This design comes from an exercise in tuning for small area, a short achievable clock period and few clock cycles per item on the open sky130 flow, not from production work.
In this exercise RTL edits were held to simulation tests only and were not proved equivalent to the original.
Power is estimated from default activity; no workload was simulated.

$ cat design/flow/design.v
module SystolicArrayAxiWrapper(
    input axi_clk,
    input axi_rst_n,
    input s_axis_valid,
    input [47:0] s_axis_data,
    output s_axis_ready,
    output m_axis_valid,
    output [143:0] m_axis_data,
    input m_axis_ready
);
logic ovalid;    
logic [15:0] acc [0:8];
logic [1:0] cy [0:8];
logic [1:0]  beat_in;   
logic        v1;        
logic        first, last;    
logic [47:0] d;
wire stall = first && ovalid && !m_axis_ready;
wire go = v1 && !stall;
assign s_axis_ready = !(v1 && stall);
assign m_axis_valid = ovalid;
wire fire = s_axis_valid && s_axis_ready;
always_ff @(posedge axi_clk) begin
    if (!axi_rst_n) begin
        beat_in <= 2'd0;
        v1 <= 1'b0;
        ovalid <= 1'b0;
    end else begin
        if (fire) beat_in <= (beat_in == 2'd2) ? 2'd0 : beat_in + 2'd1;
        if (s_axis_ready) v1 <= s_axis_valid;
        if (go && last) ovalid <= 1'b1;
        else if (m_axis_ready) ovalid <= 1'b0;
    end
end
always_ff @(posedge axi_clk) begin
    if (s_axis_ready) begin
        d <= s_axis_data;
        first <= (beat_in == 2'd0);
        last <= (beat_in == 2'd2);
    end
end
wire gate = 1'b1;
wire clr = first;
logic [3:0] one [0:2], two [0:2], neg [0:2];
genvar j, r;
generate
    for (j = 0; j < 3; j++) begin : g_enc
        wire [8:0] b = {s_axis_data[24 + 8*j +: 8], 1'b0};
        for (r = 0; r < 4; r++) begin : g_dig
            wire one_d = b[2*r+1] ^ b[2*r];
            wire two_d = (b[2*r+2] & ~b[2*r+1] & ~b[2*r]) | (~b[2*r+2] & b[2*r+1] & b[2*r]);
            wire neg_d = b[2*r+2];
            always_ff @(posedge axi_clk) begin
                if (s_axis_ready) begin
                    one[j][r] <= one_d;
                    two[j][r] <= two_d;
                    neg[j][r] <= neg_d;
                end
            end
        end
    end
endgenerate
genvar i, jj;
generate
    for (i = 0; i < 3; i++) begin : g_row
        for (jj = 0; jj < 3; jj++) begin : g_col
            wire [15:0] sum;
            wire [1:0] cout;
            wire [15:0] start = clr ? 16'h0100 : acc[3*i+jj];
            Mac u_mac (.a(d[8*i +: 8]), .one(one[jj]), .two(two[jj]), .neg(neg[jj]), .act(gate), .acc(start), .cin(clr ? 2'd0 : cy[3*i+jj]), .cout(cout), .sum(sum));
            always_ff @(posedge axi_clk) if (go) cy[3*i+jj] <= cout;
            always_ff @(posedge axi_clk) if (go) acc[3*i+jj] <= sum;
            assign m_axis_data[16*(3*i+jj) +: 16] = acc[3*i+jj] + {1'b0, 1'b0, 1'b0, cy[3*i+jj][1], 1'b0, 1'b0, 1'b0, 1'b0, 1'b0, cy[3*i+jj][0], 1'b0, 1'b0, 1'b0, 1'b0, 1'b0, 1'b0};
        end
    end
endgenerate
endmodule
module Mac(
    input [7:0] a,
    input [3:0] one, two, neg,
    input act,
    input [15:0] acc,
    input [1:0] cin,
    output [1:0] cout,
    output [15:0] sum
);
    wire p0 = (one[0] & a[0]) ^ neg[0];
    wire p1 = ((one[0] & a[1]) | (two[0] & a[0])) ^ neg[0];
    wire p2 = ((one[0] & a[2]) | (two[0] & a[1])) ^ neg[0];
    wire p3 = ((one[0] & a[3]) | (two[0] & a[2])) ^ neg[0];
    wire p4 = ((one[0] & a[4]) | (two[0] & a[3])) ^ neg[0];
    wire p5 = ((one[0] & a[5]) | (two[0] & a[4])) ^ neg[0];
    wire p6 = ((one[0] & a[6]) | (two[0] & a[5])) ^ neg[0];
    wire p7 = ((one[0] & a[7]) | (two[0] & a[6])) ^ neg[0];
    wire p8 = ((one[0] & a[7]) | (two[0] & a[7])) ^ neg[0];
    wire p9 = ~p8 & act;
    wire p10 = (one[1] & a[0]) ^ neg[1];
    wire p11 = ((one[1] & a[1]) | (two[1] & a[0])) ^ neg[1];
    wire p12 = ((one[1] & a[2]) | (two[1] & a[1])) ^ neg[1];
    wire p13 = ((one[1] & a[3]) | (two[1] & a[2])) ^ neg[1];
    wire p14 = ((one[1] & a[4]) | (two[1] & a[3])) ^ neg[1];
    wire p15 = ((one[1] & a[5]) | (two[1] & a[4])) ^ neg[1];
    wire p16 = ((one[1] & a[6]) | (two[1] & a[5])) ^ neg[1];
    wire p17 = ((one[1] & a[7]) | (two[1] & a[6])) ^ neg[1];
    wire p18 = ((one[1] & a[7]) | (two[1] & a[7])) ^ neg[1];
    wire p19 = ~p18 & act;
    wire p20 = (one[2] & a[0]) ^ neg[2];
    wire p21 = ((one[2] & a[1]) | (two[2] & a[0])) ^ neg[2];
    wire p22 = ((one[2] & a[2]) | (two[2] & a[1])) ^ neg[2];
    wire p23 = ((one[2] & a[3]) | (two[2] & a[2])) ^ neg[2];
    wire p24 = ((one[2] & a[4]) | (two[2] & a[3])) ^ neg[2];
    wire p25 = ((one[2] & a[5]) | (two[2] & a[4])) ^ neg[2];
    wire p26 = ((one[2] & a[6]) | (two[2] & a[5])) ^ neg[2];
    wire p27 = ((one[2] & a[7]) | (two[2] & a[6])) ^ neg[2];
    wire p28 = ((one[2] & a[7]) | (two[2] & a[7])) ^ neg[2];
    wire p29 = ~p28 & act;
    wire p30 = (one[3] & a[0]) ^ neg[3];
    wire p31 = ((one[3] & a[1]) | (two[3] & a[0])) ^ neg[3];
    wire p32 = ((one[3] & a[2]) | (two[3] & a[1])) ^ neg[3];
    wire p33 = ((one[3] & a[3]) | (two[3] & a[2])) ^ neg[3];
    wire p34 = ((one[3] & a[4]) | (two[3] & a[3])) ^ neg[3];
    wire p35 = ((one[3] & a[5]) | (two[3] & a[4])) ^ neg[3];
    wire p36 = ((one[3] & a[6]) | (two[3] & a[5])) ^ neg[3];
    wire p37 = ((one[3] & a[7]) | (two[3] & a[6])) ^ neg[3];
    wire p38 = ((one[3] & a[7]) | (two[3] & a[7])) ^ neg[3];
    wire p39 = ~p38 & act;
    wire s40 = neg[0] ^ acc[0] ^ p0;
    wire c41 = (neg[0] & acc[0]) | (neg[0] & p0) | (acc[0] & p0);
    wire s42 = neg[1] ^ acc[2] ^ p10;
    wire c43 = (neg[1] & acc[2]) | (neg[1] & p10) | (acc[2] & p10);
    wire s44 = acc[3] ^ p11 ^ p3;
    wire c45 = (acc[3] & p11) | (acc[3] & p3) | (p11 & p3);
    wire s46 = neg[2] ^ acc[4] ^ p12;
    wire c47 = (neg[2] & acc[4]) | (neg[2] & p12) | (acc[4] & p12);
    wire s48 = acc[5] ^ p13 ^ p21;
    wire c49 = (acc[5] & p13) | (acc[5] & p21) | (p13 & p21);
    wire s50 = neg[3] ^ acc[6] ^ cin[0];
    wire c51 = (neg[3] & acc[6]) | (neg[3] & cin[0]) | (acc[6] & cin[0]);
    wire s52 = p14 ^ p22 ^ p30;
    wire c53 = (p14 & p22) | (p14 & p30) | (p22 & p30);
    wire s54 = acc[7] ^ p15 ^ p23;
    wire c55 = (acc[7] & p15) | (acc[7] & p23) | (p15 & p23);
    wire s56 = acc[8] ^ p16 ^ p24;
    wire c57 = (acc[8] & p16) | (acc[8] & p24) | (p16 & p24);
    wire s58 = acc[9] ^ p17 ^ p25;
    wire c59 = (acc[9] & p17) | (acc[9] & p25) | (p17 & p25);
    wire s60 = acc[10] ^ p19 ^ p26;
    wire c61 = (acc[10] & p19) | (acc[10] & p26) | (p19 & p26);
    wire s62 = acc[11] ^ p27 ^ p35;
    wire c63 = (acc[11] & p27) | (acc[11] & p35) | (p27 & p35);
    wire s64 = acc[12] ^ cin[1] ^ p29;
    wire c65 = (acc[12] & cin[1]) | (acc[12] & p29) | (cin[1] & p29);
    wire s66 = acc[1] ^ p1 ^ c41;
    wire c67 = (acc[1] & p1) | (acc[1] & c41) | (p1 & c41);
    wire s68 = p20 ^ p4 ^ c45;
    wire c69 = (p20 & p4) | (p20 & c45) | (p4 & c45);
    wire s70 = p5 ^ c47 ^ s48;
    wire c71 = (p5 & c47) | (p5 & s48) | (c47 & s48);
    wire s72 = p6 ^ c49 ^ s50;
    wire c73 = (p6 & c49) | (p6 & s50) | (c49 & s50);
    wire s74 = p31 ^ p7 ^ c51;
    wire c75 = (p31 & p7) | (p31 & c51) | (p7 & c51);
    wire s76 = p32 ^ p9 ^ c55;
    wire c77 = (p32 & p9) | (p32 & c55) | (p9 & c55);
    wire s78 = p33 ^ c57 ^ s58;
    wire c79 = (p33 & c57) | (p33 & s58) | (c57 & s58);
    wire s80 = p34 ^ c59 ^ s60;
    wire c81 = (p34 & c59) | (p34 & s60) | (c59 & s60);
    wire s82 = p36 ^ c63 ^ s64;
    wire c83 = (p36 & c63) | (p36 & s64) | (c63 & s64);
    wire s84 = acc[13] ^ p37 ^ c65;
    wire c85 = (acc[13] & p37) | (acc[13] & c65) | (p37 & c65);
    wire s86 = p2 ^ s42 ^ c67;
    wire c87 = (p2 & s42) | (p2 & c67) | (s42 & c67);
    wire s88 = s52 ^ c71 ^ s72;
    wire c89 = (s52 & c71) | (s52 & s72) | (c71 & s72);
    wire s90 = c53 ^ s54 ^ c73;
    wire c91 = (c53 & s54) | (c53 & c73) | (s54 & c73);
    wire s92 = s56 ^ c75 ^ s76;
    wire c93 = (s56 & c75) | (s56 & s76) | (c75 & s76);
    wire s94 = c61 ^ s62 ^ c81;
    wire c95 = (c61 & s62) | (c61 & c81) | (s62 & c81);
    wire s96 = acc[14] ^ p39 ^ c85;
    wire c97 = (acc[14] & p39) | (acc[14] & c85) | (p39 & c85);
    wire s98 = c43 ^ s44 ^ c87;
    wire c99 = (c43 & s44) | (c43 & c87) | (s44 & c87);
    wire s100 = s74 ^ c89 ^ s90;
    wire c101 = (s74 & c89) | (s74 & s90) | (c89 & s90);
    wire s102 = c77 ^ s78 ^ c93;
    wire c103 = (c77 & s78) | (c77 & c93) | (s78 & c93);
    wire s104 = s46 ^ s68 ^ c99;
    wire c105 = (s46 & s68) | (s46 & c99) | (s68 & c99);
    wire s106 = c91 ^ s92 ^ c101;
    wire c107 = (c91 & s92) | (c91 & c101) | (s92 & c101);
    wire s108 = c79 ^ s80 ^ c103;
    wire c109 = (c79 & s80) | (c79 & c103) | (s80 & c103);
    wire s110 = c69 ^ s70 ^ c105;
    wire c111 = (c69 & s70) | (c69 & c105) | (s70 & c105);
    wire [15:0] rx = {acc[15], s96, c83, s82, s94, s108, s102, s106, s100, s88, s110, s104, s98, s86, s66, s40};
    wire [15:0] ry = {c97, 1'b0, s84, c95, c109, 1'b0, c107, 1'b0, 1'b0, c111, 1'b0, 1'b0, 1'b0, 1'b0, 1'b0, 1'b0};
    assign {cout[0], sum[5:0]} = rx[5:0] + ry[5:0];
    assign {cout[1], sum[11:6]} = rx[11:6] + ry[11:6];
    assign sum[15:12] = rx[15:12] + ry[15:12];
endmodule
$ cat design/flow/config.mk
export PLATFORM = sky130hd
export DESIGN_NAME = SystolicArrayAxiWrapper
export DESIGN_NICKNAME = SystolicArrayAxiWrapper
export VERILOG_FILES = /design/flow/design.v
export SDC_FILE = /design/flow/constraint.sdc
export NUM_CORES = 4
export LEC_CHECK = 0
export CAP_MARGIN = 20
export CORE_MARGIN = 2
export CORE_UTILIZATION = 40
export SETUP_SLACK_MARGIN = 2.6
export SLEW_MARGIN = 20
export TNS_END_PERCENT = 0
$ cat design/flow/constraint.sdc
create_clock -name core_clock -period 6.5 [get_ports {axi_clk}]
set_input_delay 1.3000 -clock core_clock [delete_from_list [all_inputs] [get_ports {axi_clk}]]
set_output_delay 1.3000 -clock core_clock [all_outputs]
set_load 0.01 [all_outputs]
$ cat design/flow/run.sh
#!/bin/bash
# synth_recipe.tcl (not shown) runs the flow's synth.tcl, then flattens the netlist and writes it again
# the make line also repeats each setting of config.mk as NAME=value (left out here)
make -C /OpenROAD-flow-scripts/flow DESIGN_CONFIG=/design/flow/config.mk WORK_HOME=/design/flow/orfs CLKGATE_MAP_FILE= SYNTH_SCRIPT=/design/flow/synth_recipe.tcl finish
==> impl_metrics.csv, run 1 <==
group,metric,value,unit
yosys,synth_top_area_share,26.5,%
setup_path,crit_slowest_cell,"fa_1",
cts,clock_sinks,219,
route,routed_wirelength,70.0,mm
power_and_ir_drop,p_per_area,470,nW/um2
route,drtIter0Drc,1248,
grt,grt_max_degree,100,
route,drtPass1Iterations,5,
die,die_h,251,um
die,rows,90,
yosys,synth_area,24400,um2
yosys,ys.flop_type,"edfxtp_1",
setup_path,max_stage_delay,450,ps
layout,final_cell_mix,"inv_1 (344), xnor2_1 (251), fa_1 (248), a22oi_1 (222), edfxtp_1 (215)",
route,via_count,17000,
layout,n_antenna_cell,0,
sta,setup_viol,0,
layout,seq_area,6540,um2
job,max_cap_viol_count,0,
sta,clock-skew-final,16.2,ps
sta,clock.fmax,250,MHz
cts,cts_tree,"built",
setup_path,setup.worst_path.class,"flop to flop",
grt,antenna_found_initial,1,
setup_path,r2r_start,"d[16]",
status,status,"finished clean",
setup_path,crit_fanout,10,
cts,clock-root-buffer,"clkbuf_16",
yosys,yosys_warnings,11,
yosys,async_reset_ff_share,0,%
setup_path,arrival,4340,ps
yosys,synth_cell_types,34,
grt,track_usage,22.3,%
die,fp.dieW,251,um
die,die_area,63000,um2
die,io_pins,198,
yosys,synth_nets,2711,
sta,period_share,61.6,%
sta,slew_headroom,33.9,%
sta,slew_violations,0,
placed_design,io_buffers,197,
layout,areaGrowthSynthToFinish,22.4,%
sta,worst_slew_pin_slew,991,ps
grt,grt_overflow,0,
layout,fin_cells,3266,
setup_path,cp_common_cell,"fa_2",
cts,clk_pin_slew,60,ps
route,drc_errors,0,
layout,num-fill-cells,5351,
grt,first_global_vias,18100,
placed_design,dp_cells,3057,
placed_design,gp_congestion,0.849,
setup_path,cp-start-kind,"flop",
cts,clk_path_buf_depth,3,
yosys,ys_seq_area_share,26.8,%
yosys,synth_edf_count,215,
yosys,synth_top_cell_by_area,"edfxtp_1",
setup_path,cp_data_required_time,6830,ps
sta,grt_setup_unrepaired,"yes",
die,core,60400,um2
sta,fin_crit,4000,ps
power_and_ir_drop,finalPower,14.0,mW
cts,cts_htree_levels,1,
yosys,synth_area_leaders,"edfxtp_1 (26%), fa_1 (25%), xnor2_1 (9.4%)",
die,initial_core_util,40.4,%
route,via_per_inst,5.21,
yosys,synth-seq-cells,219,
layout,fin_area,29900,um2
power_and_ir_drop,p_leak,12.0,nW
cts,clock_latency,590,ps
sta,setup_tns,0,ps
placed_design,dpl_cell_area,26300,um2
layout,final_common_cell,"inv_1",
min_path,hp-class,"flop to flop",
setup_path,cp-end-kind,"flop",
yosys,syn_inst,2272,
layout,multi_input_area,15700,um2
route,wl_per_cell,21.4,um
min_path,min_from,"beat_in[1]",
placed_design,dp_hpwl,46.1,mm
setup_path,cp-startpoint,"d[16]",
power_and_ir_drop,vdd_drop_max,302,uV
grt,grt_pass1_wl,108,mm
layout,nNetsFinal,2900,
sta,hold_violations,0,
setup_path,worstPathCellList,"buf_4 > buf_4 > a22oi_2 > xnor2_1 > fa_1 > inv_1 > fa_1 > fa_2 > fa_2 > fa_2 > ha_4 > a41oi_2 > nor2_1 > xor2_1",
cts,numCtsBuffers,29,
yosys,avgSynthCellArea,10.7,um2
layout,drive_gt1_share,18.5,%
route,drt.antenna.violating_nets,0,
power by group:
group	switching, mW	internal, mW
Combinational	4.67	4.61
Sequential	0.357	2.57
Clock	0.700	1.12
flip-flops by register name (all words and copies together), names as in the netlist:
register  flops
cy            9
beat_in       2
ovalid        1
two          12
d            24
neg          12
one          12
v1            1
last          1
acc         144
first         1
kinds of logic after synthesis:
group / synth area share (%)
xor+xnor: 14.9
mux: 0.497
compound gates: 9.94
fa+ha+maj: 29.3
flops: 26.8
simple gates: 6.42
buf+inv: 12.2
synthesized netlist by cell type, types with 2 or more instances:
master      n
xor2_1    153
o21ai_0    46
a21boi_0    2
inv_2       2
nor2b_1   110
xnor2_1   261
a31oi_1     9
mux2i_1     2
ha_1       81
a41oi_1     8
mux2_2      9
nand2_1    43
nor2_1     24
o21bai_1    9
or2_2       7
dfxtp_1     4
edfxtp_1  215
buf_6       2
and2b_1     3
nand3b_1    9
nand2b_1   59
a21oi_1    19
buf_4     124
nand3_1    17
inv_1     349
buf_2     136
fa_1      306
clkbuf_1    6
a22oi_1   252
area by class of cell:
cell class                 count  share of cell area, %
multi-input combinational   1432                   52.6
sequential                   219                   21.9
timing repair buffer         427                   14.1
inverter                     352                   4.51
tap                          782                   3.28
clock buffer                  33                   2.55
clock inverter                21                   1.03
final timing paths:
check / to / slack (ps) / cells after the start
worst max-delay path: acc[8][11] / 2500 / 14
worst min register to register: beat_in[1] / 510 / 2
worst max register to register: acc[8][11] / 2500 / 14
worst min-delay path: beat_in[1] / 510 / 2
routing by layer:
metal / wire, um / track usage, % / up-vias
met4: 2420 / 7.89 / 0
li1: - / - / 7595
met2: 33300 / 36.6 / 620
met3: 4970 / 3.91 / 121
met5: 0 / 0 / -
met1: 29300 / 29.8 / 8679
stage by stage:
step           hold slack (ps)  worst slack, ps  util (%)
5_1_grt                    532             2380      49.5
3_5_place_dp               491             1440      43.6
2_1_floorplan              454             2160         -
6_report                   511             2500      49.5
3_3_place_gp               466             1510      43.5
4_1_cts                    503             2550      49.3
worst max-delay path, delay by kind of cell (launching register included):
family                   cells  cell delay [ps]
buffers and inverters        3              430
XOR/XNOR                     2              250
flip-flops                   1              390
adder cells (fa/ha/maj)      6             2260
AO/OA/AOI/OAI                2              370
AND/OR/NAND/NOR              1               60
timing repair:
| action | in CTS | in global routing |
|---|---|---|
| gates cloned | 4 | 0 |
| endpoints found under the hold margin | 0 | 0 |
| setup buffers | 150 | 1 |
| pin swaps | 82 | 16 |
| setup endpoints to repair | 67 | 40 |
| hold buffers | 0 | 0 |
| gates resized for setup | 206 | 19 |
Testbench counts, summed over its fixed seeds: cycles 976, items 320.
==> inputs of run 2 (changes only) <==
--- a/design/flow/config.mk
+++ b/design/flow/config.mk
@@ -9,5 +9,4 @@
 export CORE_MARGIN = 2
-export CORE_UTILIZATION = 40
+export CORE_UTILIZATION = 55
 export SETUP_SLACK_MARGIN = 2.6
 export SLEW_MARGIN = 20
-export TNS_END_PERCENT = 0
==> run 2 against run 1 <==
Against the previous run:
- final cell count shrank 3.9%
- first-iteration DRC count grew 30%
- clock-buffer cell count grew 3
- clock power shrank 9%
- synthesized cell count is the same
- sequential cell count is the same
- maximum frequency grew 0.69%
- via count grew 5.1%
- critical path type unchanged
- critical endpoint is now acc[3][11]
- largest power group unchanged
==> impl_metrics.csv, run 2 <==
group,metric,value,unit
status,status,"finished clean",
yosys,yosysMostFrequentCell,"inv_1",
setup_path,crit_fanout,5,
placed_design,pre_cts_slack,1770,ps
die,fp.dieW,215,um
placed_design,gp_congestion,0.871,
route,drtIter0Drc,1624,
yosys,ys_seq_area_share,26.8,%
sta,holdWs,500,ps
cts,clock_sinks,219,
grt,grt_pass1_wl,114,mm
route,drc_errors,0,
route,drt.antenna.violating_nets,0,
route,via_per_inst,5.70,
route,wl_per_cell,23.8,um
yosys,synth_area,24400,um2
placed_design,io_buffers,197,
yosys,synth_top_area_share,26.5,%
layout,seq_area,6540,um2
layout,largest_reg_flops,144,
min_path,hp-class,"flop to flop",
cts,hold_buffers,0,
sta,setup_viol,0,
cts,cts_tree,"built",
die,core,44000,um2
cts,clock-root-buffer,"clkbuf_16",
sta,clock-skew-final,29.4,ps
setup_path,arrival,4310,ps
die,die_h,215,um
layout,drive_gt1_share,23.9,%
yosys,synth_cell_types,34,
power_and_ir_drop,vdd_drop_max,450,uV
setup_path,crit_slowest_cell,"fa_2",
grt,antenna_found_initial,2,
setup_path,setup.worst_path.class,"flop to flop",
placed_design,dp_hpwl,44.6,mm
yosys,syn_inst,2272,
layout,final_common_cell,"inv_1",
yosys,ys.flop_type,"edfxtp_1",
grt,track_usage,32.5,%
route,drtPass1Iterations,6,
sta,clock.fmax,252,MHz
route,via_count,17900,
sta,slew_headroom,28.7,%
power_and_ir_drop,p_leak,12.5,nW
cts,clk_pin_slew,60,ps
cts,clk_path_buf_depth,3,
yosys,async_reset_ff_share,0,%
route,routed_wirelength,74.6,mm
cts,numCtsBuffers,29,
setup_path,cp-start-kind,"flop",
setup_path,cp_common_cell,"fa_2",
job,max_cap_viol_count,0,
yosys,synth_top_cell_by_area,"edfxtp_1",
yosys,synth_area_leaders,"edfxtp_1 (26%), fa_1 (25%), xnor2_1 (9.4%)",
sta,hold_violations,0,
power_and_ir_drop,finalPower,14.9,mW
layout,fin_util,69.8,%
die,rows,77,
grt,grt_overflow,0,
setup_path,critical_path_buf_inv_count,3,
die,io_pins,198,
layout,areaGrowthSynthToFinish,26.0,%
sta,fin_crit,3980,ps
sta,grt_setup_unrepaired,"yes",
layout,largest_register,"acc",
grt,grt_max_degree,109,
layout,top_regs,"acc x144, d x24",
yosys,synth_nets,2711,
setup_path,cp-end-kind,"flop",
cts,cts_htree_levels,1,
yosys,synth-seq-cells,219,
setup_path,critPathTopFamily,"adder cells",
sta,worst_slew_pin_slew,1070,ps
sta,setup_tns,0,ps
sta,slew_violations,0,
sta,period_share,61.2,%
grt,first_global_vias,18800,
cts,clock_latency,600,ps
layout,multi_input_area,16200,um2
die,die_area,46100,um2
yosys,yosys_warnings,11,
setup_path,worstPathCellList,"buf_4 > buf_6 > a22oi_1 > xor2_1 > fa_2 > inv_1 > fa_2 > fa_2 > fa_2 > fa_2 > ha_4 > a41oi_2 > nor2_1 > xor2_1",
sta,setup_slack,2520,ps
layout,final_cell_mix,"inv_1 (329), xnor2_1 (241), fa_1 (227), edfxtp_1 (215), buf_4 (210)",
layout,num-fill-cells,3289,
layout,nNetsFinal,2962,
power_and_ir_drop,p_per_area,485,nW/um2
yosys,avgSynthCellArea,10.7,um2
setup_path,cp_data_required_time,6840,ps
die,initial_core_util,55.4,%
setup_path,max_stage_delay,540,ps
yosys,synth_edf_count,215,
yosys,ys_top_cells_by_count,"inv_1 (349), fa_1 (306), xnor2_1 (261)",
layout,n_antenna_cell,0,
## run 2: kinds of logic (layout without fill, tap and decap cells)
group | after synthesis | count (layout) | share of synthesized area (%)
compound gates | 345 | 345 | 9.94
xor+xnor | 414 | 414 | 14.9
fa+ha+maj | 387 | 387 | 29.3
buf+inv | 621 | 894 | 12.2
flops | 219 | 219 | 26.8
mux | 11 | 11 | 0.497
simple gates | 275 | 275 | 6.42
## run 2: per-stage QoR
| stage | cell area (um2) | std cells |
|---|---|---|
| 3_5_place_dp | 26200 | 2853 |
| 5_1_grt | 30700 | 3137 |
| 3_3_place_gp | 26200 | 2853 |
| 6_report | 30700 | 3137 |
| 4_1_cts | 29700 | 3113 |
| 2_1_floorplan | 24600 | 2272 |
## run 2: path summary, 6_finish.rpt
path	from	depth (start not counted)	slack, ps	to
max	d[11]	14	2520	acc[3][11]
max reg2reg	d[11]	14	2520	acc[3][11]
min reg2reg	beat_in[1]	2	500	beat_in[1]
min	beat_in[1]	2	500	beat_in[1]
## run 2: area by class of cell
type | count | share of cell area (%)
well taps | 592 | 2.41
flip-flops and latches | 219 | 21.3
repair buffers | 489 | 16.0
clock buffers | 36 | 2.54
multi-input cells | 1432 | 52.8
clock inverters | 17 | 0.562
inverters | 352 | 4.41
## run 2: where the power goes
part | switching (mW) | total, mW | internal [mW]
sequential | 0.321 | 2.89 | 2.57
clock | 0.686 | 1.65 | 0.967
combinational | 5.13 | 10.4 | 5.25
total | 6.14 | 14.9 | 8.79
## run 2: worst register-to-register path, cell delays in order, from the launching register on
cell,delay (ps)
edfxtp_1,430
buf_4,170
buf_6,130
a22oi_1,160
xor2_1,130
fa_2,540
inv_1,50
fa_2,390
fa_2,370
fa_2,350
fa_2,360
ha_4,250
a41oi_2,190
nor2_1,70
xor2_1,140
## run 2: repair_timing
action,CTS,global route
pin swaps,63,91
gates cloned,6,2
endpoints found under the setup margin,69,41
resized for setup,134,162
buffers inserted,201,22
## run 2: metal layers
metal	GRT usage (%)	vias up	wire [um]	share of wire, %
li1	-	7724	-	-
met5	0	-	0	0
met4	10.9	0	3240	4.3
met3	6.58	169	6430	8.6
met2	51.9	844	34500	46
met1	44.6	9149	30400	41
==> inputs of run 3 (changes only) <==
--- a/design/flow/config.mk
+++ b/design/flow/config.mk
@@ -9,4 +9,4 @@
 export CORE_MARGIN = 2
-export CORE_UTILIZATION = 55
-export SETUP_SLACK_MARGIN = 2.6
+export CORE_UTILIZATION = 40
+export SETUP_SLACK_MARGIN = 2.8
 export SLEW_MARGIN = 20
==> run 3 against run 2 <==
Against the previous run:
- still clean
- combinational power is essentially flat
- sequential power increased by 2%
- power increased by 3.5%
- maximum frequency barely moved
- register-to-register slack about the same
- clock power rose by 7%
- worst setup slack better by 1.6 ps
- via count down 1.6%
- hold slack got worse by 6.9 ps
- non-clock buffer count fell by 8
- core utilization shrank 18 points
- final cell count increased by 6.0%
- critical path type unchanged
- critical endpoint is now acc[5][11]
==> impl_metrics.csv, run 3 <==
group,metric,value,unit
status,status,"finished clean",
setup_path,arrival,4320,ps
setup_path,max_stage_delay,550,ps
layout,nNetsFinal,2956,
grt,grt_pass1_wl,111,mm
grt,antenna_found_initial,2,
power_and_ir_drop,p_per_area,497,nW/um2
cts,cts_htree_levels,1,
setup_path,critPathTopFamily,"adder cells",
grt,track_usage,23.1,%
route,drt.antenna.violating_nets,0,
layout,final_cell_mix,"inv_1 (312), xnor2_1 (244), edfxtp_1 (215), fa_1 (211), buf_4 (205)",
route,wl_per_cell,21.9,um
yosys,ys_seq_area_share,26.8,%
route,routed_wirelength,72.7,mm
placed_design,io_buffers,197,
setup_path,worstPathCellList,"buf_12 > buf_4 > buf_4 > nand2b_4 > fa_2 > inv_1 > fa_2 > fa_2 > fa_2 > fa_2 > ha_4 > a41oi_2 > nor2_1 > xor2_1",
layout,top_regs,"acc x144, d x24",
layout,largest_reg_flops,144,
grt,grt_max_degree,117,
yosys,synth_top_area_share,26.5,%
power_and_ir_drop,p_leak,12.4,nW
cts,clock_latency,610,ps
yosys,syn_inst,2272,
route,via_count,17600,
yosys,synth_area,24400,um2
sta,worst_slew_pin_slew,990,ps
sta,clock.fmax,252,MHz
route,drtPass1Iterations,6,
yosys,synth_cell_types,34,
sta,period_share,61.1,%
layout,drive_gt1_share,25.3,%
setup_path,cp-start-kind,"flop",
route,via_per_inst,5.30,
sta,grt_setup_unrepaired,"yes",
route,drtIter0Drc,1588,
sta,slew_violations,0,
cts,clk_pin_slew,60,ps
cts,clock_sinks,219,
sta,setup_tns,0,ps
die,core,60400,um2
grt,first_global_vias,18800,
yosys,synth-seq-cells,219,
sta,setup_viol,0,
min_path,hp-class,"flop to flop",
yosys,yosys_warnings,11,
sta,slew_headroom,34.0,%
yosys,synth_nets,2711,
die,io_pins,198,
die,die_area,63000,um2
sta,fin_crit,3970,ps
layout,n_antenna_cell,0,
die,initial_core_util,40.4,%
setup_path,critical_path_buf_inv_count,4,
job,max_cap_viol_count,0,
yosys,ys.flop_type,"edfxtp_1",
setup_path,cp_data_required_time,6850,ps
setup_path,cp-end-kind,"flop",
layout,largest_register,"acc",
die,fp.dieW,251,um
cts,clock-root-buffer,"clkbuf_16",
grt,grt_overflow,0,
placed_design,dp_hpwl,47.2,mm
yosys,synth_edf_count,215,
sta,clock-skew-final,34.2,ps
layout,final_common_cell,"inv_1",
layout,fin_util,51.5,%
yosys,yosysMostFrequentCell,"inv_1",
setup_path,cp_common_cell,"fa_2",
yosys,synth_top_cell_by_area,"edfxtp_1",
cts,cts_tree,"built",
power_and_ir_drop,finalPower,15.4,mW
die,die_h,251,um
die,rows,90,
cts,clk_path_buf_depth,3,
yosys,synth_area_leaders,"edfxtp_1 (26%), fa_1 (25%), xnor2_1 (9.4%)",
yosys,avgSynthCellArea,10.7,um2
setup_path,setup.worst_path.class,"flop to flop",
yosys,ys_top_cells_by_count,"inv_1 (349), fa_1 (306), xnor2_1 (261)",
setup_path,crit_fanout,10,
power_and_ir_drop,vdd_drop_max,313,uV
yosys,async_reset_ff_share,0,%
setup_path,crit_slowest_cell,"fa_2",
placed_design,gp_congestion,0.827,
layout,areaGrowthSynthToFinish,27.3,%
route,drc_errors,0,
cts,numCtsBuffers,31,
sta,hold_violations,0,
==> run 3: power by group <==
part | total, mW | leakage (nW) | switching (mW) | internal, mW
combinational | 10.7 | 9.77 | 5.19 | 5.53
sequential | 2.95 | 2.14 | 0.374 | 2.57
clock | 1.77 | 0.510 | 0.704 | 1.07
total | 15.4 | 12.4 | 6.27 | 9.17
==> run 3: timing repair <==
action	in CTS	in global routing
hold buffers	0	0
gates resized for setup	159	124
setup endpoints to repair	90	64
pin swaps	89	76
cloned	2	0
buffers inserted	197	20
==> run 3: kinds of logic after synthesis <==
logic type	synth area share (%)
xor gates and xnor gates	14.9
muxes	0.497
adders and majority gates	29.3
buffers and inverters	12.2
DFF	26.8
and+or+nand+nor	6.42
AOI/OAI and AO/OA	9.94
==> run 3: routing by layer <==
layer / global-route usage [%] / vias up / wire [um]
met2: 38.3 / 788 / 34800
met5: 0 / - / 24
met4: 8.11 / 4 / 2670
met1: 30.1 / 8947 / 29400
met3: 4.56 / 169 / 5830
li1: - / 7699 / -
==> run 3: metrics by stage <==
stage          setup slack [ps]  cells  instance area, um2  hold WS, ps
2_1_floorplan              2200   2272               25100          454
3_3_place_gp               2110   3047               26800          465
3_5_place_dp               2030   3047               26800          489
4_1_cts                    2500   3304               30400          499
5_1_grt                    2440   3324               31100          532
6_report                   2530   3324               31100          493
==> run 3: path summary, 6_finish.rpt <==
kind              start    endpoint  slack, ps  depth (start not counted)
max               first  acc[5][11]       2530                         14
min          beat_in[1]  beat_in[1]        490                          2
max reg2reg       first  acc[5][11]       2530                         14
min reg2reg  beat_in[1]  beat_in[1]        490                          2
==> run 3: worst min-delay path: stages (launching register included) <==
cell,delay (ps)
dfxtp_1,330
nand2_1,60
mux2i_1,50
==> run 3: area by class of cell <==
type                       count  area [um2]
inverter                     352        1360
tap                          782         978
timing repair buffer         481        4790
clock inverter                24         263
fill                        5239       29300
multi-input combinational   1432       16300
clock buffer                  34         787
sequential                   219        6540
==> inputs of run 4 (changes only) <==
--- a/design/flow/config.mk
+++ b/design/flow/config.mk
@@ -10,3 +10,3 @@
 export CORE_UTILIZATION = 40
-export SETUP_SLACK_MARGIN = 2.8
+export SETUP_SLACK_MARGIN = 2.4
 export SLEW_MARGIN = 20
==> run 4 against run 3 <==
Against the previous run:
- synthesized cell count stayed put
- clock-buffer cell count rose by 6
- combinational power decreased by 16%
- clock skew decreased by 4.7 ps
- final cell count is 1.5% lower
- synthesized area did not move
- critical path type unchanged
==> impl_metrics.csv, run 4 <==
group,metric,value,unit
route,wl_per_cell,21.7,um
yosys,synth_top_cell_by_area,"edfxtp_1",
cts,clock_latency,600,ps
sta,slew_violations,0,
layout,areaGrowthSynthToFinish,21.9,%
layout,nNetsFinal,2909,
status,status,"finished clean",
grt,grt_overflow,0,
die,io_pins,198,
placed_design,io_buffers,197,
sta,clock-skew-final,29.5,ps
grt,grt_pass1_wl,109,mm
layout,fin_area,29700,um2
die,initial_core_util,40.4,%
job,max_cap_viol_count,0,
cts,clock_sinks,219,
setup_path,cp-start-kind,"flop",
yosys,yosys_warnings,11,
sta,slew_headroom,22.3,%
layout,top_regs,"acc x144, d x24",
power_and_ir_drop,p_leak,12.0,nW
sta,setup_tns,0,ps
layout,drive_gt1_share,18.7,%
sta,fin_crit,4030,ps
sta,hold_violations,0,
layout,largest_register,"acc",
route,routed_wirelength,70.9,mm
power_and_ir_drop,vdd_drop_max,274,uV
route,drtIter0Drc,1321,
die,core,60400,um2
setup_path,cp-end-kind,"flop",
placed_design,dp_hpwl,47.2,mm
sta,setup_slack,2470,ps
route,drt.antenna.violating_nets,0,
yosys,yosysMostFrequentCell,"inv_1",
route,drc_errors,0,
cts,cts_htree_levels,1,
die,rows,90,
die,die_area,63000,um2
layout,num-fill-cells,5412,
setup_path,arrival,4360,ps
sta,grt_setup_unrepaired,"yes",
yosys,ys.flop_type,"edfxtp_1",
yosys,synth_top_area_share,26.5,%
layout,fin_util,49.3,%
yosys,synth_cell_types,34,
cts,cts_tree,"built",
route,via_per_inst,5.27,
die,fp.dieW,251,um
setup_path,reg2reg_slack,2470,ps
yosys,synth_area,24400,um2
cts,clock-root-buffer,"clkbuf_16",
yosys,syn_inst,2272,
placed_design,pre_cts_slack,1810,ps
setup_path,endpoint,"acc[3][11]",
grt,track_usage,22.4,%
cts,clk_pin_slew,60,ps
setup_path,r2r_start,"first",
layout,final_cell_mix,"inv_1 (339), xnor2_1 (253), fa_1 (252), a22oi_1 (221), edfxtp_1 (215)",
yosys,synth_edf_count,215,
grt,antenna_found_initial,0,
yosys,ys_top_cells_by_count,"inv_1 (349), fa_1 (306), xnor2_1 (261)",
layout,n_antenna_cell,0,
setup_path,setup.worst_path.class,"flop to flop",
yosys,avgSynthCellArea,10.7,um2
sta,setup_viol,0,
yosys,async_reset_ff_share,0,%
setup_path,r2r_end,"acc[3][11]",
yosys,synth-seq-cells,219,
grt,first_global_vias,18300,
cts,numCtsBuffers,30,
route,via_count,17200,
placed_design,dpl_cell_area,26300,um2
setup_path,cp_data_required_time,6830,ps
grt,grt_max_degree,154,
setup_path,cp-startpoint,"first",
sta,clock.fmax,248,MHz
sta,period_share,62.0,%
sta,worst_slew_pin_slew,1170,ps
layout,final_common_cell,"inv_1",
cts,hold_buffers,0,
yosys,synth_nets,2711,
cts,clk_path_buf_depth,3,
sta,holdWs,505,ps
layout,largest_reg_flops,144,
power_and_ir_drop,p_per_area,459,nW/um2
setup_path,worstRegToRegCells,13,
yosys,ys_seq_area_share,26.8,%
min_path,hp-class,"flop to flop",
die,die_h,251,um
placed_design,gp_congestion,0.846,
setup_path,crit_fanout,16,
route,drtPass1Iterations,5,
yosys,synth_area_leaders,"edfxtp_1 (26%), fa_1 (25%), xnor2_1 (9.4%)",
[run 4: cell counts after synthesis]
No cell type changed its count.
[run 4: worst min-delay path by stage]
stage / start / to / slack [ps] / cells past startpoint
5_1_grt: beat_in[1] / beat_in[1] / 520 / 2
3_5_place_dp: beat_in[0] / beat_in[0] / 500 / 2
2_1_floorplan: beat_in[1] / beat_in[1] / 450 / 2
6_report: beat_in[0] / beat_in[0] / 510 / 2
4_1_cts: beat_in[0] / beat_in[0] / 510 / 2
3_3_place_gp: beat_in[1] / beat_in[1] / 470 / 2
[run 4: layout make-up]
class | count | area [um2] | area share, %
multi-input cells | 1432 | 15600 | 52.6
clock inverters | 14 | 139 | 0.467
repair buffers | 435 | 4240 | 14.3
well taps | 782 | 978 | 3.29
clock buffers | 40 | 858 | 2.89
flip-flops and latches | 219 | 6540 | 22.0
inverters | 352 | 1350 | 4.53
[run 4: cell families (layout without fill, tap and decap cells)]
kind of cell / count (synthesis) / count (layout) / synth area share, %
buf+inv: 621 / 841 / 12.2
xor+xnor: 414 / 414 / 14.9
fa+ha+maj: 387 / 387 / 29.3
compound gates: 345 / 345 / 9.94
simple gates: 275 / 275 / 6.42
flops: 219 / 219 / 26.8
mux: 11 / 11 / 0.497
[run 4: what timing repair did]
action | 4_1_cts | 5_1_grt
cloned | 2 | 1
setup endpoints to repair | 54 | 34
gates resized for setup | 50 | 144
pin swaps | 6 | 61
buffers inserted | 131 | 31
[run 4: power breakdown]
part | switching (mW) | internal (mW)
Combinational | 4.57 | 4.47
Sequential | 0.366 | 2.57
Clock | 0.687 | 0.999
[run 4: worst max-delay path, cell delays in order (launching register included)]
cell	delay, ps
edfxtp_1	460
buf_4	150
buf_6	130
buf_16	180
nor2b_1	100
fa_2	380
fa_1	570
inv_1	70
fa_2	390
fa_1	450
fa_1	360
inv_1	80
ha_1	260
xor2_1	170
[run 4: metrics by stage]
stage                     total power, mW  cells
after global placement               10.5   3055
after global routing                 14.9   3274
after detailed placement             10.8   3055
final                                13.7   3274
after CTS                            13.2   3242
after floorplan                      8.63   2272
[run 4: layer usage]
layer / vias to the layer above / track usage, % / wire length, um
met3: 130 / 3.08 / 4930
li1: 7602 / - / -
met4: 0 / 7.70 / 2410
met2: 692 / 37.0 / 33800
met1: 8816 / 30.4 / 29700
met5: - / 0 / 0
==> inputs of run 5 (changes only) <==
--- a/design/flow/config.mk
+++ b/design/flow/config.mk
@@ -9,4 +9,4 @@
 export CORE_MARGIN = 2
-export CORE_UTILIZATION = 40
-export SETUP_SLACK_MARGIN = 2.4
+export CORE_UTILIZATION = 30
+export SETUP_SLACK_MARGIN = 2.6
 export SLEW_MARGIN = 20
==> run 5 against run 4 <==
Against the previous run:
- synthesized cell count is the same
- clock-buffer cell count shrank 3
- power grew 9.2%
- sequential share of layout area shrank 1.1 points
- largest cell class unchanged
- die area grew 33%
- combinational power grew 9.4%
- first-iteration DRC count shrank 17%
- clock power grew 23%
- still clean on timing, DRC and antenna
==> impl_metrics.csv, run 5 <==
group,metric,value,unit
status,status,"finished clean",
yosys,synth_cell_types,34,
setup_path,r2r_start,"d[9]",
setup_path,worstPathCellList,"buf_12 > buf_8 > buf_6 > a22oi_2 > xnor2_2 > fa_2 > fa_2 > inv_2 > fa_2 > inv_2 > fa_2 > fa_2 > nor4bb_4 > o21ai_2 > xnor2_1",
setup_path,worstRegToRegCells,15,
setup_path,cp-start-kind,"flop",
power_and_ir_drop,p_sw_share,40.3,%
setup_path,critical_path_buf_inv_count,5,
route,drtPass1Iterations,7,
yosys,synth_top_cell_by_area,"edfxtp_1",
sta,worst_slew_pin_slew,958,ps
placed_design,dp_cells,3339,
yosys,synth_top_area_share,26.5,%
setup_path,cp-end-kind,"flop",
setup_path,cp-startpoint,"d[9]",
power_and_ir_drop,p_per_area,475,nW/um2
die,fp.dieW,289,um
yosys,yosys_warnings,11,
power_and_ir_drop,power_frac_seq,19.7,%
layout,final_common_cell,"inv_1",
route,drc_errors,0,
power_and_ir_drop,p_int,8.91,mW
setup_path,max_stage_delay,540,ps
sta,slew_violations,0,
power_and_ir_drop,vdd_drop_max,251,uV
layout,top_regs,"acc x144, d x24",
route,drt.antenna.violating_nets,0,
sta,slew_headroom,36.2,%
grt,grt_pass1_wl,111,mm
cts,clk_pin_slew,60,ps
sta,grt_setup_unrepaired,"yes",
sta,setup_tns,0,ps
layout,areaGrowthSynthToFinish,28.6,%
yosys,yosysMostFrequentCell,"inv_1",
die,io_pins,198,
yosys,synth_edf_count,215,
die,die_h,289,um
cts,clock_sinks,219,
placed_design,dp_hpwl,48.8,mm
die,die_area,83600,um2
layout,fin_cells,3582,
route,drtIter0Drc,1092,
layout,largest_register,"acc",
setup_path,cp_data_required_time,6790,ps
yosys,synth_area,24400,um2
cts,cts_htree_levels,2,
layout,drive_gt1_share,23.7,%
grt,grt_overflow,0,
cts,clock-root-buffer,"clkbuf_16",
setup_path,critPathTopFamily,"adder cells",
placed_design,io_buffers,197,
placed_design,gp_congestion,0.824,
die,core,80500,um2
setup_path,r2r_end,"acc[4][11]",
sta,hold_violations,0,
layout,n_antenna_cell,0,
grt,track_usage,17.6,%
sta,clock.fmax,253,MHz
sta,setup_viol,0,
yosys,synth-seq-cells,219,
yosys,async_reset_ff_share,0,%
yosys,ys_seq_area_share,26.8,%
grt,grt_max_degree,151,
cts,cts_tree,"built",
sta,clock-skew-final,29.0,ps
route,via_count,17400,
grt,antenna_found_initial,3,
layout,num-fill-cells,7710,
layout,largest_reg_flops,144,
sta,fin_crit,3950,ps
yosys,avgSynthCellArea,10.7,um2
setup_path,cp.depth,15,
power_and_ir_drop,switching_power,6.00,mW
setup_path,endpoint,"acc[4][11]",
setup_path,setup.worst_path.class,"flop to flop",
yosys,synth_area_leaders,"edfxtp_1 (26%), fa_1 (25%), xnor2_1 (9.4%)",
power_and_ir_drop,p_leak,12.5,nW
die,initial_core_util,30.3,%
yosys,syn_inst,2272,
route,via_per_inst,4.85,
layout,fin_util,39.0,%
layout,nNetsFinal,2938,
cts,numCtsBuffers,34,
setup_path,reg2reg_slack,2550,ps
power_and_ir_drop,combPwrFrac,66.3,%
die,rows,104,
yosys,ys.flop_type,"edfxtp_1",
job,max_cap_viol_count,0,
setup_path,cp_common_cell,"fa_2",
yosys,synth_nets,2711,
cts,clk_path_buf_depth,3,
setup_path,crit_slowest_cell,"fa_2",
setup_path,crit_fanout,5,
setup_path,arrival,4240,ps
min_path,hp-class,"flop to flop",
power_and_ir_drop,clkPwrFrac,14.0,%
route,wl_per_cell,20.7,um
layout,final_cell_mix,"inv_1 (317), xnor2_1 (244), fa_1 (224), edfxtp_1 (215), a22oi_1 (197)",
route,routed_wirelength,74.3,mm
sta,period_share,60.8,%
cts,clock_latency,560,ps
yosys,ys_top_cells_by_count,"inv_1 (349), fa_1 (306), xnor2_1 (261)",
grt,first_global_vias,18000,
-- run 5: through the flow --
| stage | hold slack (ps) | worst slack (ps) | cell area, um2 | total power, mW |
|---|---|---|---|---|
| CTS | 496 | 2530 | 30400 | 14.1 |
| global route | 543 | 2420 | 31400 | 16.2 |
| global placement | 474 | 1980 | 26900 | 11.0 |
| finish | 490 | 2550 | 31400 | 14.9 |
| floorplan | 454 | 2200 | 24600 | 8.95 |
| detailed placement | 485 | 1980 | 26900 | 11.2 |
-- run 5: power by group through the flow --
stage / clock (mW) / combinational (mW) / sequential (mW)
5_1_grt: 2.18 / 11.0 / 2.99
2_1_floorplan: 0 / 6.21 / 2.74
3_5_place_dp: 0 / 8.11 / 3.05
6_report: 2.08 / 9.88 / 2.94
4_1_cts: 2.14 / 9.01 / 2.95
3_3_place_gp: 0 / 7.89 / 3.07
-- run 5: cell families after synthesis --
kind of cell / share of synthesized area (%)
flip-flops: 26.8
multiplexers: 0.497
AND/OR/NAND/NOR: 6.42
AO/OA/AOI/OAI: 9.94
adder cells (fa/ha/maj): 29.3
buffers and inverters: 12.2
XOR/XNOR: 14.9
-- run 5: what timing repair did --
| item | in CTS | in global routing |
|---|---|---|
| gates cloned | 6 | 1 |
| pin swaps | 84 | 110 |
| buffers inserted | 148 | 29 |
| gates resized for setup | 150 | 168 |
| hold buffers | 0 | 0 |
| setup endpoints to repair | 69 | 36 |
-- run 5: layer usage --
metal	wire [um]	track usage [%]	vias up
met4	2020	4.76	8
li1	-	-	7681
met1	31600	23.3	8929
met3	4970	3.39	121
met5	44	0	-
met2	35700	29.3	619
-- run 5: worst min path at each step --
stage	slack [ps]	cells past startpoint	to	start
6_report	490	2	beat_in[0]	beat_in[0]
5_1_grt	540	2	beat_in[1]	beat_in[1]
4_1_cts	500	2	beat_in[0]	beat_in[0]
3_5_place_dp	480	2	beat_in[1]	beat_in[1]
3_3_place_gp	470	2	beat_in[1]	beat_in[1]
2_1_floorplan	450	2	beat_in[1]	beat_in[1]
-- run 5: worst register-to-register path, cell delays in order, from the launching register on --
cell and delay (ps):
edfxtp_1 420, buf_12 170, buf_8 130, buf_6 120
a22oi_2 190, xnor2_2 90, fa_2 350, fa_2 540
inv_2 40, fa_2 370, inv_2 60, fa_2 210
fa_2 490, nor4bb_4 330, o21ai_2 80, xnor2_1 120
-- run 5: cell type report --
cell class | count | area, um2 | area share (%)
Inverter | 352 | 1370 | 4.36
Timing Repair Buffer | 460 | 4750 | 15.1
Clock inverter | 22 | 344 | 1.10
Multi-Input combinational cell | 1432 | 16200 | 51.5
Tap cell | 1060 | 1330 | 4.23
Clock buffer | 37 | 883 | 2.82
Sequential cell | 219 | 6540 | 20.8
==> inputs of run 6 (changes only) <==
--- a/design/flow/config.mk
+++ b/design/flow/config.mk
@@ -9,3 +9,4 @@
 export CORE_MARGIN = 2
-export CORE_UTILIZATION = 30
+export CORE_UTILIZATION = 40
+export PLACE_DENSITY = 0.75
 export SETUP_SLACK_MARGIN = 2.6
==> run 6 against run 5 <==
Against the previous run:
- clock power down 22%
- largest power group unchanged
- register-to-register slack hardly changed
- clock skew down 17 ps
- critical endpoint is now acc[5][11]
==> impl_metrics.csv, run 6 <==
group,metric,value,unit
status,status,"finished clean",
grt,track_usage,23.3,%
grt,grt_overflow,0,
layout,drive_gt1_share,23.1,%
yosys,ys_top_cells_by_count,"inv_1 (349), fa_1 (306), xnor2_1 (261)",
layout,fin_util,50.6,%
route,drtIter0Drc,1730,
route,drc_errors,0,
route,drtPass1Iterations,5,
layout,final_common_cell,"inv_1",
yosys,synth-seq-cells,219,
cts,hold_buffers,0,
layout,final_cell_mix,"inv_1 (319), xnor2_1 (238), fa_1 (223), edfxtp_1 (215), clkdlybuf4s50_1 (196)",
route,wl_per_cell,22.6,um
yosys,synth_top_area_share,26.5,%
sta,grt_setup_unrepaired,"yes",
power_and_ir_drop,p_per_area,479,nW/um2
yosys,async_reset_ff_share,0,%
power_and_ir_drop,p_leak,12.2,nW
sta,slew_headroom,30.6,%
layout,largest_register,"acc",
sta,hold_violations,0,
layout,areaGrowthSynthToFinish,25.2,%
route,drt.antenna.violating_nets,0,
route,routed_wirelength,74.4,mm
sta,setup_tns,0,ps
layout,num-fill-cells,5147,
yosys,synth_cell_types,34,
yosys,avgSynthCellArea,10.7,um2
yosys,syn_inst,2272,
sta,setup_slack,2550,ps
layout,top_regs,"acc x144, d x24",
yosys,ys.flop_type,"edfxtp_1",
grt,grt_pass1_wl,113,mm
grt,antenna_found_initial,3,
sta,clock-skew-final,12.5,ps
power_and_ir_drop,vdd_drop_max,256,uV
cts,clock_latency,580,ps
placed_design,pre_cts_slack,1900,ps
setup_path,cp-end-kind,"flop",
yosys,yosys_warnings,11,
sta,period_share,60.7,%
yosys,synth_area_leaders,"edfxtp_1 (26%), fa_1 (25%), xnor2_1 (9.4%)",
placed_design,gp_congestion,0.869,
grt,grt_max_degree,154,
setup_path,cp_data_required_time,6830,ps
yosys,synth_edf_count,215,
min_path,hp-class,"flop to flop",
sta,holdWs,525,ps
setup_path,cp-start-kind,"flop",
yosys,synth_nets,2711,
yosys,ys_seq_area_share,26.8,%
sta,setup_viol,0,
die,core,60400,um2
setup_path,arrival,4280,ps
cts,numCtsBuffers,28,
route,via_count,17900,
job,max_cap_viol_count,0,
die,rows,90,
layout,largest_reg_flops,144,
yosys,synth_top_cell_by_area,"edfxtp_1",
cts,clock_sinks,219,
route,via_per_inst,5.44,
cts,clock-root-buffer,"clkbuf_16",
yosys,yosysMostFrequentCell,"inv_1",
die,io_pins,198,
sta,fin_crit,3950,ps
setup_path,setup.worst_path.class,"flop to flop",
setup_path,crit_fanout,5,
placed_design,dp_hpwl,46.8,mm
cts,clk_pin_slew,70,ps
yosys,synth_area,24400,um2
sta,clock.fmax,253,MHz
sta,worst_slew_pin_slew,1040,ps
layout,nNetsFinal,2915,
placed_design,io_buffers,197,
cts,clk_path_buf_depth,3,
die,die_area,63000,um2
sta,slew_violations,0,
die,fp.dieW,251,um
cts,cts_tree,"built",
die,initial_core_util,40.4,%
grt,first_global_vias,19200,
cts,cts_htree_levels,1,
die,die_h,251,um
## run 6: changes by cell type in the layout (fill, tap and decap cells not counted), moves of 5 or more
| cell | change |
|---|---|
| xnor2_1 | -6 |
| bufinv_16 | -7 |
| buf_12 | -6 |
| xnor2_2 | +6 |
| clkinvlp_4 | +5 |
| buf_4 | -10 |
| clkbuf_16 | -6 |
## run 6: logic make-up (layout without fill, tap and decap cells)
group	Yosys count	count (layout)	share of synthesized area, %
AOI/OAI and AO/OA	345	345	9.94
xor gates and xnor gates	414	414	14.9
adders and majority gates	387	387	29.3
buffers and inverters	621	847	12.2
DFF	219	219	26.8
muxes	11	11	0.497
other	0	3	0
and+or+nand+nor	275	275	6.42
## run 6: layout make-up
class	count	area (um2)	share of cell area, %
flip-flops and latches	219	6540	21.4
inverters	352	1370	4.47
clock inverters	20	198	0.647
clock buffers	32	737	2.41
diodes	3	7.51	0.0246
well taps	782	978	3.20
multi-input cells	1432	16200	53.0
repair buffers	443	4530	14.8
## run 6: stage by stage
| stage | power [mW] | cell area (um2) | std cells |
|---|---|---|---|
| global placement | 10.8 | 26400 | 3042 |
| detailed placement | 11.2 | 26400 | 3042 |
| CTS | 13.7 | 29500 | 3246 |
| finish | 14.6 | 30600 | 3283 |
| global route | 15.8 | 30600 | 3281 |
| floorplan | 8.95 | 24600 | 2272 |
## run 6: critical path: stages (launching register included)
cell,delay [ps]
edfxtp_1,430
buf_6,170
buf_4,130
a22oi_2,210
xnor2_2,110
fa_2,530
inv_2,40
fa_2,330
fa_2,350
fa_2,360
fa_2,410
ha_4,280
a41oi_2,120
nor2_1,70
xor2_1,160
## run 6: final timing paths
path	slack [ps]	cells after the start	to	from
max	2550	14	acc[5][11]	d[8]
min	520	2	ovalid	last
max reg2reg	2550	14	acc[5][11]	d[8]
min reg2reg	520	2	ovalid	last
## run 6: metal layers
layer	vias to the layer above	share of wire (%)	global-route usage [%]
met5	-	0.017	0
met1	9098	38	29.6
met2	916	48	38.5
met4	2	5.1	10.5
met3	211	9.3	4.66
li1	7630	-	-
## run 6: power breakdown
| group | leakage (nW) | switching, mW | total, mW | internal [mW] |
|---|---|---|---|---|
| clock | 0.433 | 0.722 | 1.63 | 0.907 |
| combinational | 9.61 | 5.03 | 10.1 | 5.04 |
| sequential | 2.14 | 0.370 | 2.94 | 2.57 |
## run 6: timing repair
item | 4_1_cts | 5_1_grt
setup endpoints to repair | 61 | 44
resized for setup | 146 | 176
cloned | 8 | 1
pin swaps | 88 | 96
buffers inserted | 144 | 33
==> inputs of run 7 (changes only) <==
--- a/design/flow/config.mk
+++ b/design/flow/config.mk
@@ -10,3 +10,2 @@
 export CORE_UTILIZATION = 40
-export PLACE_DENSITY = 0.75
 export SETUP_SLACK_MARGIN = 2.6
==> run 7 against run 6 <==
Against the previous run:
- sequential share of layout area is 0.55 points higher
- still clean
- power down 3.2%
- critical endpoint is now acc[3][11]
- sequential cell count unchanged
- synthesized area unchanged
- final cell count is 0.82% lower
- via count is 3.7% lower
- combinational power fell by 4%
- sequential power hardly changed
- critical path type unchanged
- final area fell by 2.5%
- routed wire length is 4.0% lower
==> impl_metrics.csv, run 7 <==
group,metric,value,unit
yosys,synth_top_area_share,26.5,%
grt,grt_max_degree,154,
setup_path,r2r_start,"d[9]",
setup_path,arrival,4300,ps
yosys,synth_cell_types,34,
cts,clock_sinks,219,
sta,clock-skew-final,13.4,ps
yosys,synth_nets,2711,
power_and_ir_drop,combPwrFrac,68.4,%
setup_path,reg2reg_slack,2530,ps
die,fp.dieW,251,um
yosys,ys_seq_area_share,26.8,%
cts,clock-root-buffer,"clkbuf_16",
min_path,min_to,"beat_in[1]",
setup_path,setup.worst_path.class,"flop to flop",
power_and_ir_drop,p_int,8.29,mW
setup_path,cp_common_cell,"fa_2",
grt,first_global_vias,18600,
power_and_ir_drop,vdd_drop_max,333,uV
status,status,"finished clean",
min_path,min_delay_path_depth,2,
route,drc_errors,0,
route,wl_per_cell,21.9,um
die,rows,90,
setup_path,cp-start-kind,"flop",
layout,fin_util,49.4,%
layout,drive_gt1_share,19.9,%
route,via_count,17200,
layout,top_regs,"acc x144, d x24",
grt,grt_pass1_wl,110,mm
power_and_ir_drop,power_frac_seq,20.9,%
sta,period_share,61.1,%
sta,fin_crit,3970,ps
grt,track_usage,22.7,%
sta,setup_tns,0,ps
yosys,yosys_warnings,11,
layout,final_common_cell,"inv_1",
power_and_ir_drop,switching_power,5.89,mW
cts,clk_pin_slew,60,ps
min_path,hp-class,"flop to flop",
sta,slew_headroom,30.3,%
cts,cts_htree_levels,1,
cts,numCtsBuffers,28,
die,io_pins,198,
setup_path,worstPathCellList,"buf_6 > buf_6 > a22oi_2 > xnor2_2 > fa_2 > inv_2 > fa_2 > fa_2 > fa_2 > fa_2 > ha_4 > a41oi_2 > nor2_1 > xor2_1",
setup_path,crit_slowest_cell,"fa_2",
route,drt.antenna.violating_nets,0,
power_and_ir_drop,p_sw_share,41.5,%
sta,hold_violations,0,
layout,multi_input_area,16000,um2
placed_design,dp_hpwl,47.2,mm
die,die_h,251,um
setup_path,crit_fanout,5,
grt,grt_overflow,0,
placed_design,io_buffers,197,
route,drtIter0Drc,1336,
yosys,syn_inst,2272,
cts,clk_path_buf_depth,3,
yosys,synth_area_leaders,"edfxtp_1 (26%), fa_1 (25%), xnor2_1 (9.4%)",
setup_path,cp_data_required_time,6830,ps
layout,largest_reg_flops,144,
sta,setup_viol,0,
yosys,yosysMostFrequentCell,"inv_1",
die,core,60400,um2
route,routed_wirelength,71.4,mm
power_and_ir_drop,p_leak,11.9,nW
placed_design,gp_congestion,0.860,
setup_path,cp-end-kind,"flop",
power_and_ir_drop,finalPower,14.2,mW
layout,nNetsFinal,2893,
sta,slew_violations,0,
yosys,synth-seq-cells,219,
layout,num-fill-cells,5425,
grt,antenna_found_initial,2,
yosys,ys_top_cells_by_count,"inv_1 (349), fa_1 (306), xnor2_1 (261)",
yosys,synth_top_cell_by_area,"edfxtp_1",
setup_path,r2r_end,"acc[3][11]",
power_and_ir_drop,p_per_area,476,nW/um2
yosys,avgSynthCellArea,10.7,um2
route,drtPass1Iterations,5,
route,via_per_inst,5.28,
yosys,synth_area,24400,um2
sta,clock.fmax,252,MHz
yosys,synth_edf_count,215,
yosys,async_reset_ff_share,0,%
layout,seq_area,6540,um2
layout,final_cell_mix,"inv_1 (333), xnor2_1 (248), fa_1 (232), edfxtp_1 (215), a22oi_1 (204)",
sta,worst_slew_pin_slew,1050,ps
sta,grt_setup_unrepaired,"yes",
cts,cts_tree,"built",
setup_path,worstRegToRegCells,14,
layout,largest_register,"acc",
setup_path,max_stage_delay,570,ps
power_and_ir_drop,clkPwrFrac,10.7,%
layout,areaGrowthSynthToFinish,22.1,%
yosys,ys.flop_type,"edfxtp_1",
job,max_cap_viol_count,0,
die,die_area,63000,um2
min_path,min_from,"beat_in[1]",
die,initial_core_util,40.4,%
cts,clock_latency,590,ps
## run 7: kinds of logic (layout without fill, tap and decap cells)
| logic type | after synthesis | count (layout) | share of synthesized area [%] |
|---|---|---|---|
| buf+inv | 621 | 822 | 12.2 |
| xor+xnor | 414 | 414 | 14.9 |
| fa+ha+maj | 387 | 387 | 29.3 |
| compound gates | 345 | 345 | 9.94 |
| simple gates | 275 | 275 | 6.42 |
| flops | 219 | 219 | 26.8 |
| mux | 11 | 11 | 0.497 |
| other cells | 0 | 1 | 0 |
## run 7: power groups by stage
| stage | registers, mW | logic, mW | clock network [mW] |
|---|---|---|---|
| 5_1_grt | 3.01 | 10.8 | 1.61 |
| 6_report | 2.96 | 9.69 | 1.52 |
| 2_1_floorplan | 2.74 | 6.21 | 0 |
| 3_3_place_gp | 3.09 | 7.82 | 0 |
| 4_1_cts | 2.97 | 8.89 | 1.56 |
| 3_5_place_dp | 3.09 | 8.12 | 0 |
## run 7: how the worst max path moves through the flow
| stage | start | endpoint | slack, ps | cells after the start |
|---|---|---|---|---|
| 2_1_floorplan | m_axis_ready | acc[0][0] | 2200 | 2 |
| 3_3_place_gp | d[18] | acc[6][11] | 1910 | 12 |
| 3_5_place_dp | first | acc[2][10] | 1770 | 16 |
| 4_1_cts | d[11] | acc[4][11] | 2570 | 13 |
| 5_1_grt | d[9] | acc[3][10] | 2410 | 16 |
| 6_report | d[9] | acc[3][11] | 2530 | 14 |
## run 7: through the flow
| stage | hold slack, ps | worst slack [ps] | cell area, um2 | cells |
|---|---|---|---|---|
| 2_1_floorplan | 454 | 2200 | 24600 | 2272 |
| 3_3_place_gp | 464 | 1910 | 26400 | 3048 |
| 3_5_place_dp | 488 | 1770 | 26400 | 3048 |
| 4_1_cts | 496 | 2570 | 29000 | 3243 |
| 5_1_grt | 516 | 2410 | 29800 | 3255 |
| 6_report | 493 | 2530 | 29800 | 3256 |
## run 7: layout make-up
type | count | share of cell area [%]
Sequential cell | 219 | 21.9
Multi-Input combinational cell | 1432 | 53.7
Timing Repair Buffer | 421 | 13.6
Clock inverter | 11 | 0.391
Inverter | 352 | 4.55
Tap cell | 782 | 3.28
Antenna cell | 1 | 0.00840
Clock buffer | 38 | 2.48
## run 7: layer usage
metal	global-route usage [%]	vias up	part of all wire, %
li1	-	7568	-
met1	30.4	8826	41
met2	38.1	683	48
met3	3.57	119	7.8
met4	6.55	0	2.8
met5	0	-	0
## run 7: what timing repair did
item	4_1_cts	5_1_grt
gates resized for setup	113	139
hold buffers	0	0
cloned	0	0
setup buffers	146	12
setup endpoints to repair	85	35
pin swaps	57	43
## run 7: critical path: cells and delay by family (launching register included)
family | cells | cell delay [ps]
xor+xnor | 2 | 200
simple gates | 1 | 150
fa+ha+maj | 6 | 2270
compound gates | 2 | 260
flops | 1 | 500
buf+inv | 3 | 340
==> inputs of run 8 (changes only) <==
==> design/flow/flow/run.sh (new file) <==
#!/bin/bash
# The standard layout, with plain buf_1 cells as the port buffers instead of the delay-cell
# buffers buffer_ports picks by default. Each port still gets its own buffer.
set -euo pipefail
export BUFFER_PORTS_ARGS="-buffer_cell sky130_fd_sc_hd__buf_1"
bash standard.sh > standard.log 2>&1
==> design/flow/standard.sh (new file) <==
#!/bin/bash
# synth_recipe.tcl (not shown) runs the flow's synth.tcl, then flattens the netlist and writes it again
# the make line also repeats each setting of config.mk as NAME=value (left out here)
make -C /OpenROAD-flow-scripts/flow DESIGN_CONFIG=/design/flow/config.mk WORK_HOME=/design/flow/orfs CLKGATE_MAP_FILE= SYNTH_SCRIPT=/design/flow/synth_recipe.tcl "${@:-finish}"
removed: design/flow/run.sh
==> run 8 against run 7 <==
Against the previous run:
- still clean on timing, DRC and antenna
- final area down 0.66%
- non-clock buffer count up 56
- sequential power down 1%
- critical path depth unchanged
- worst setup slack worse by 24 ps
- largest power group unchanged
==> impl_metrics.csv, run 8 <==
group,metric,value,unit
setup_path,cp-start-kind,"flop",
setup_path,max_stage_delay,570,ps
sta,setup_slack,2500,ps
layout,num-fill-cells,5407,
job,max_cap_viol_count,0,
setup_path,critPathTopFamily,"adder cells",
power_and_ir_drop,combPwrFrac,68.4,%
yosys,synth_edf_count,215,
yosys,synth-seq-cells,219,
setup_path,cp-end-kind,"flop",
cts,clock_sinks,219,
layout,final_common_cell,"inv_1",
grt,grt_max_degree,154,
grt,grt_overflow,0,
yosys,synth_cell_types,34,
sta,clock.fmax,250,MHz
setup_path,worstPathCellList,"buf_6 > buf_12 > buf_6 > nand2b_4 > fa_2 > inv_2 > fa_2 > fa_2 > fa_2 > fa_2 > ha_4 > a41oi_2 > nor2_1 > xor2_1",
die,io_pins,198,
yosys,ys_seq_area_share,26.8,%
sta,worst_slew_pin_slew,1260,ps
sta,period_share,61.5,%
setup_path,crit_fanout,7,
yosys,synth_area_leaders,"edfxtp_1 (26%), fa_1 (25%), xnor2_1 (9.4%)",
sta,slew_headroom,16.0,%
placed_design,dp_hpwl,47.7,mm
layout,largest_reg_flops,144,
sta,slew_violations,0,
setup_path,crit_slowest_cell,"fa_2",
layout,largest_register,"acc",
cts,clock_latency,590,ps
power_and_ir_drop,power_frac_seq,20.1,%
yosys,avgSynthCellArea,10.7,um2
die,core,60400,um2
cts,clock-root-buffer,"clkbuf_16",
yosys,yosysMostFrequentCell,"inv_1",
layout,drive_gt1_share,23.5,%
sta,holdWs,496,ps
route,drc_errors,0,
layout,nNetsFinal,2950,
layout,final_cell_mix,"inv_1 (317), xnor2_1 (245), fa_1 (223), edfxtp_1 (215), a22oi_1 (206)",
yosys,async_reset_ff_share,0,%
grt,grt_pass1_wl,110,mm
sta,setup_viol,0,
cts,clk_pin_slew,60,ps
yosys,ys_top_cells_by_count,"inv_1 (349), fa_1 (306), xnor2_1 (261)",
setup_path,arrival,4340,ps
route,routed_wirelength,73.9,mm
yosys,ys.flop_type,"edfxtp_1",
setup_path,cp_data_required_time,6840,ps
setup_path,setup.worst_path.class,"flop to flop",
route,via_count,17600,
yosys,yosys_warnings,11,
layout,n_antenna_cell,0,
route,via_per_inst,5.32,
layout,fin_cells,3313,
cts,numCtsBuffers,29,
status,status,"finished clean",
layout,top_regs,"acc x144, d x24",
yosys,synth_area,24400,um2
route,wl_per_cell,22.3,um
sta,hold_violations,0,
sta,grt_setup_unrepaired,"yes",
yosys,synth_nets,2711,
die,rows,90,
yosys,synth_top_area_share,26.5,%
die,fp.dieW,251,um
power_and_ir_drop,finalPower,14.5,mW
power_and_ir_drop,switching_power,6.18,mW
grt,track_usage,22.9,%
die,die_area,63000,um2
setup_path,cp_common_cell,"fa_2",
-- run 8: cell counts after synthesis --
No cell type changed its count.
-- run 8: tightest hold or removal path, delay by kind of cell, from the launching register on --
kind | cells | cell delay, ps
DFF | 1 | 320
muxes | 1 | 60
and+or+nand+nor | 1 | 60
-- run 8: logic make-up (layout without fill, tap and decap cells) --
| group | count (synthesis) | after routing | synth area share, % |
|---|---|---|---|
| buffers and inverters | 621 | 880 | 12.2 |
| AND/OR/NAND/NOR | 275 | 275 | 6.42 |
| flip-flops | 219 | 219 | 26.8 |
| AO/OA/AOI/OAI | 345 | 345 | 9.94 |
| adder cells (fa/ha/maj) | 387 | 387 | 29.3 |
| XOR/XNOR | 414 | 414 | 14.9 |
| multiplexers | 11 | 11 | 0.497 |
-- run 8: repair_timing --
action	in CTS	in global routing
gates resized for setup	132	174
buffers inserted	169	37
gates cloned	1	4
setup endpoints to repair	67	38
pin swaps	44	101
-- run 8: power groups by stage --
stage | Sequential, mW | Combinational (mW) | Clock (mW)
finish | 2.92 | 9.94 | 1.68
global route | 2.97 | 11.0 | 1.76
CTS | 2.92 | 8.66 | 1.72
detailed placement | 3.03 | 7.60 | 0
global placement | 3.04 | 7.32 | 0
floorplan | 2.74 | 6.21 | 0
-- run 8: layout make-up --
type / count / area [um2] / share of cell area (%)
clock buffer: 36 / 752 / 2.54
clock inverter: 15 / 203 / 0.685
inverter: 352 / 1350 / 4.57
tap: 782 / 978 / 3.31
timing repair buffer: 477 / 3570 / 12.1
sequential: 219 / 6540 / 22.1
multi-input combinational: 1432 / 16200 / 54.7
-- run 8: per-stage QoR --
stage	cell area [um2]	utilization, %
CTS	28400	47.1
global route	29600	49.0
floorplan	24600	-
detailed placement	25200	41.8
finish	29600	49.0
global placement	25200	41.8
-- run 8: final timing paths --
kind / startpoint / to / slack (ps) / depth (start not counted)
worst max-delay path: first / acc[5][11] / 2500 / 14
worst min-delay path: beat_in[1] / beat_in[1] / 500 / 2
worst max register to register: first / acc[5][11] / 2500 / 14
worst min register to register: beat_in[1] / beat_in[1] / 500 / 2
-- run 8: metal layers --
| layer | up-vias | track usage (%) | share of wire, % |
|---|---|---|---|
| met3 | 153 | 5.25 | 9.0 |
| met4 | 4 | 8.38 | 3.9 |
| met2 | 767 | 37.4 | 47 |
| met5 | - | 0 | 0.032 |
| met1 | 9013 | 29.9 | 40 |
| li1 | 7682 | - | - |

==> separate check: timing with driven ports <==
The flow's constraints put no driver on any port. The routed layouts listed below were extracted and timed again, unchanged, in two steps.
Step 1 assumes that a clkbuf_16 drives the clock port and a buf_2 every other input.
Step 2, shift: input delay + t, output delay - t, t = (earliest + latest rising clock arrival at the registers) / 2. This alone moves slack from input paths to output paths.
Three values: no drivers, after step 1, after step 2; two values: the first two.
run | t (ns) | setup WS [ns]
run 1 | 0.641 | 2.497 / 2.497 / 2.497
run 2 | 0.643 | 2.525 / 2.525 / 2.525
run 3 | 0.645 | 2.526 / 2.526 / 2.526
run 4 | 0.646 | 2.471 / 2.471 / 2.471
run 5 | 0.603 | 2.548 / 2.548 / 2.548
run 6 | 0.627 | 2.552 / 2.552 / 2.552
run 7 | 0.635 | 2.525 / 2.525 / 2.525
run 8 | 0.637 | 2.501 / 2.501 / 2.501
After both steps setup and hold are still met in every run listed.
